This design comes from an exercise in tuning for small area on the open sky130 flow, not from production work. Function was checked by simulation only, so behaviour that the tests miss may differ from the original. The clock input has no modelled driver; a real chip could not lean on it and would need a root buffer or a full tree.

== the reference run ==
==> flow/design.v <==
`timescale 1ns / 1ps
module Zmija(
input clk50, reset, up, down, left, right,
output [9:0] yCount,
output [9:0] xCount,
output VGA_hSync,
output VGA_vSync,
output VGA_R,
output VGA_G,
output VGA_B
 );
    reg        ph;           
    reg  [9:0] h, v;         
    reg  [6:0] lc;           
    reg  [1:0] tp;           
    reg        b;            
    reg  [5:0] x1;           
    reg  [4:0] y1;
    reg  [1:0] m1, m2, m3;   
    reg  [1:0] direction, controll;
    reg        game_over, e1, e2;
    reg        red_value, green_value;
    wire en   = ~ph;
    wire hend = h[9] & h[8] & (&h[4:0]);           
    wire vend = v[9] & v[3];                       
    wire hadv = ph & hend;                         
    wire lc77 = lc[6] & lc[3] & lc[2] & lc[0];      
    wire fire = lc77 & (&h[2:0]) & ~h[5] &
                (h[9] == tp[1]) & (h[4] == tp[1]) & (h[7] == ~tp[1]) &
                (h[8] == tp[0]) & (h[3] == tp[0]) & (h[6] == ~tp[0]);
    always @(posedge clk50) begin
        if (reset) begin
            ph <= 1'b0;
            h  <= 10'd0;
            v  <= 10'd0;
            lc <= 7'd0;
            tp <= 2'd0;
            b  <= 1'b0;
        end else begin
            ph <= ~ph;
            h  <= hadv ? 10'd0 : h + {9'd0, ph};
            v  <= (hadv & vend) ? 10'd0 : v + {9'd0, hadv};
            lc <= (ph & fire) ? 7'd0 : lc + {6'd0, hadv};
            tp <= tp + {1'b0, ph & fire};
            b  <= ph & fire;
        end
    end
    always @(posedge clk50) begin
        if (reset)
            controll <= 2'd0;
        else if (en) begin
            if (up) begin
                if (direction != 2'd1) controll <= 2'd3;
            end else if (left) begin
                if (direction != 2'd0) controll <= 2'd2;
            end else if (down) begin
                if (direction != 2'd3) controll <= 2'd1;
            end else if (right) begin
                if (direction != 2'd2) controll <= 2'd0;
            end
        end
    end
    wire [5:0] cs = h[9:4];        
    wire [4:0] cr = v[8:4];        
    wire       h0 = (h[3:0] == 4'd0);
    wire       hz = h0 & (h[9:4] == 6'd0);
    wire on_border = (x1 == 6'd0) | (x1[5] & x1[2] & x1[0]) | (y1 == 5'd0) | (y1[4] & y1[3] & y1[2] & y1[0]);
    wire active    = ~game_over & ~on_border;
    wire [5:0] dx = cs - x1;
    wire [4:0] dy = cr - y1;
    wire head  = (dx == 6'd0) & (dy == 5'd0);
    wire near = (dx[5:2] == {4{dx[2]}}) & (dy[4:2] == {3{dy[2]}});
    function [2:0] sx; input [2:0] x; input [1:0] d; sx = (d == 2'd0) ? x + 3'd1 : (d == 2'd2) ? x - 3'd1 : x; endfunction
    function [2:0] sy; input [2:0] y; input [1:0] d; sy = (d == 2'd1) ? y + 3'd1 : (d == 2'd3) ? y - 3'd1 : y; endfunction
    wire [2:0] qx2 = sx(dx[2:0], m1), qy2 = sy(dy[2:0], m1);
    wire [2:0] qx3 = sx(qx2, m2),     qy3 = sy(qy2, m2);
    wire [2:0] qx4 = sx(qx3, m3),     qy4 = sy(qy3, m3);
    wire snake = head | (near & (~|{qx2, qy2} | ~|{qx3, qy3} | ~|{qx4, qy4}));
    wire cs37 = cs[5] & ~cs[3] & cs[2] & ~cs[1] & cs[0];
    wire cs38 = cs[5] & ~cs[3] & cs[2] & cs[1] & ~cs[0];
    wire cs45 = cs[5] & cs[3] & cs[2] & ~cs[1] & cs[0];
    wire apple = ((cr == 5'd3)  & (e1 ? cs45 : (cs == 6'd32))) |
                 ((cr == 5'd25) & (e2 ? cs45 : (cs == 6'd5)));
    wire r2 = (cs < 6'd38) & (v[3:0] == 4'd0);
    wire rows = (cr < 5'd30);
    wire rowe = (cr == 5'd0) | (cr == 5'd29);
    wire bord  = (rows & ((cs == 6'd0) | cs37)) | ((cs < 6'd40) & rowe);
    wire bordl = (rows & ((cs == 6'd1) | cs38)) | ((cs < 6'd41) & rowe);
    wire paint = active & ~r2;
    wire green_n = ~h0 & paint & (snake | (apple & green_value));
    wire red_n   = h0 ? (hz ? ((lc == 7'd0) & ~b) : bordl)
                      : (bord | (paint & ~snake & apple));
    always @(posedge clk50) begin
        if (reset) begin
            x1 <= 6'd4;
            y1 <= 5'd1;
            m1 <= 2'd0;
            m2 <= 2'd0;
            m3 <= 2'd0;
            direction <= 2'd0;
            game_over <= 1'b0;
            e1 <= 1'b0;
            e2 <= 1'b0;
            red_value <= 1'b0;
            green_value <= 1'b0;
        end else begin
            if (en) begin
                red_value <= red_n;
                green_value <= green_n;
                if (on_border) game_over <= 1'b1;
                if (x1 == 6'd32 && y1 == 5'd3) e1 <= 1'b1;
                if (x1 == 6'd5 && y1 == 5'd25) e2 <= 1'b1;
                if (fire) direction <= controll;
            end
            if (b) begin
                case (direction)
                    2'd0: x1 <= x1 + 6'd1;
                    2'd1: y1 <= y1 + 5'd1;
                    2'd2: x1 <= x1 - 6'd1;
                    2'd3: y1 <= y1 - 5'd1;
                endcase
                m1 <= direction;
                m2 <= m1;
                m3 <= m2;
            end
        end
    end
    assign xCount = h;
    assign yCount = v;
    assign VGA_hSync = ~((h >= 10'd668) & (h <= 10'd763));
    assign VGA_vSync = ~(hz ? ((v[8:0] == 9'd494) | (v[8:0] == 9'd495)) : ((v[8:0] == 9'd493) | (v[8:0] == 9'd494)));
    assign VGA_R = red_value;
    assign VGA_G = green_value;
    assign VGA_B = 1'b0;
endmodule
==> flow/config.mk <==
export PLATFORM = sky130hd
export DESIGN_NAME = Zmija
export DESIGN_NICKNAME = Zmija
export VERILOG_FILES = /design/flow/design.v
export SDC_FILE = /design/flow/constraint.sdc
export NUM_CORES = 4
export LEC_CHECK = 0
export ABC_AREA = 1
export CAP_MARGIN = 20
export CORE_MARGIN = 2
export CORE_UTILIZATION = 80
export CTS_BUF_LIST = sky130_fd_sc_hd__clkbuf_4
export SLEW_MARGIN = 20
==> flow/constraint.sdc <==
create_clock -name core_clock -period 20.0 [get_ports {clk50}]
set_input_delay 4.0000 -clock core_clock [delete_from_list [all_inputs] [get_ports {clk50}]]
set_output_delay 4.0000 -clock core_clock [all_outputs]
set_load 0.01 [all_outputs]
standard.sh (not shown) runs the stock make flow with config.mk's settings and CLKGATE_MAP_FILE= SYNTH_SCRIPT=/design/flow/synth_recipe.tcl, a recipe that flattens the netlist after the stock synthesis.
==> flow/flow/run.sh <==
#!/bin/bash
# Layout flow: the standard synthesis, then a stronger area re-optimisation of the
# combinational logic only (every flip-flop instance is kept as it is, with its name and
# cell type), then the standard ORFS layout with the port buffers made from buf_1 and a
# four-buffer clock distribution (flow/pre_cts.tcl).
set -euo pipefail
HERE=$(pwd)
F=$HERE/flow
R=$HERE/orfs/results/$FLOW_PLATFORM/Zmija/base
LIB=$FLOW_HOME/platforms/$FLOW_PLATFORM/lib/sky130_fd_sc_hd__tt_025C_1v80.lib
YOSYS=$FLOW_HOME/../tools/install/yosys/bin/yosys
[[ -x $YOSYS ]] || YOSYS=$(command -v yosys)

bash standard.sh synth > synth.log 2>&1

cp $R/1_2_yosys.v std_synth.v
DU=""
for c in $(cat $F/dont_use.txt); do DU="$DU -dont_use $c"; done
printf 'set_driving_cell sky130_fd_sc_hd__buf_1\nset_load 5\n' > abc.constr
cat > resyn.ys <<EOS
read_liberty -ignore_miss_func $LIB
read_verilog std_synth.v
hierarchy -top $FLOW_TOP
blackbox sky130_fd_sc_hd__dfxtp_1 sky130_fd_sc_hd__dfrtp_1 sky130_fd_sc_hd__dfstp_2 sky130_fd_sc_hd__conb_1
flatten
rename -hide w:*.*
opt -purge
abc -script $F/resyn.abc -liberty $LIB $DU -constr abc.constr -D 20000
opt_clean -purge
hilomap -singleton -hicell sky130_fd_sc_hd__conb_1 HI -locell sky130_fd_sc_hd__conb_1 LO
splitnets
opt_clean -purge
tee -o resyn_stat.txt stat -liberty $LIB
write_verilog -noattr -nohex -nodec resyn_raw.v
EOS
resyn_ok=1
$YOSYS -l resyn.log -s resyn.ys > /dev/null 2>&1 || resyn_ok=0
if [[ $resyn_ok == 1 ]]; then python3 $F/fixassign.py resyn_raw.v resyn.v > fixassign.log 2>&1 || resyn_ok=0; fi

# equivalence of the re-optimised netlist with the standard one (same registers)
cat > equiv.ys <<EOS
read_liberty -ignore_miss_func $LIB
read_verilog std_synth.v
rename $FLOW_TOP gold
read_verilog resyn.v
rename $FLOW_TOP gate
flatten gold gate
opt_clean
equiv_make gold gate equiv
hierarchy -top equiv
equiv_simple -seq 2
equiv_induct
equiv_status -assert
EOS
if [[ $resyn_ok == 1 ]] && $YOSYS -l equiv.log -s equiv.ys > /dev/null 2>&1; then
  cp resyn.v $R/1_2_yosys.v
  touch $R/1_2_yosys.v
  echo "resynthesis used" > resyn_result.txt
else
  echo "resynthesis not proven equivalent; standard netlist kept" > resyn_result.txt
fi
rm -f $R/1_synth.odb $R/1_synth.sdc

bash standard.sh BUFFER_PORTS_ARGS="-buffer_cell sky130_fd_sc_hd__buf_1" PRE_CTS_TCL=$F/pre_cts.tcl finish > layout.log 2>&1
Other scripts of this flow, unchanged in this note and not shown: flow/flow/clock_leaves.tcl, flow/flow/dont_use.txt, flow/flow/fixassign.py, flow/flow/pre_cts.tcl, flow/flow/resyn.abc
Flow for the reference run halted at global placement (3_3_place_gp), error code GPL-0301.
Setup changes, the reference run to the trial run
- CORE_UTILIZATION: 80 -> 60
==> comparison <==
- The trial run: no failed stages, no open violations at the end
- Comparing the trial run and the reference run, the higher die extent in x is on the trial run.
- Count of pins on the block boundary: the reference run vs the trial run identical
- Initial standard-cell utilization of the core for the trial run: 20 points down relative to the reference run
- Summary of the trial run over the reference run: y dimension of the die shows an increase of about 15%, number of cell rows up 3.
In the trial run the design's own scripts or RTL, not TritonCTS, make the clock network.

==> static timing again, ports no longer ideal <==
How much do the figures lean on ideal ports? The routed layout below was timed once more, with nothing changed but the port constraints.
Step 1 assumes that a clkbuf_16 drives the clock port and a buf_2 every other input.
Step 2 adds t to the input delays and takes it off the output delays; t is the mean of the earliest and latest rising clock arrival at the registers after step 1. Input paths then give back, and output paths get back, about the clock's delay inside the block.
Three values: ideal, step 1, step 2; two values: the first two.
run: the trial run
t, ns: 0.209
setup slack, ns: 14.107 / 14.044 / 14.253
latest minus earliest clock arrival (ns): 0.027 / 0.027
worst slew at a driven data input, ns: 0.03
After both steps setup and hold are still met in the trial run. The setup slack of the trial run moves by -0.063 ns with the drivers and by +0.146 ns with both steps.
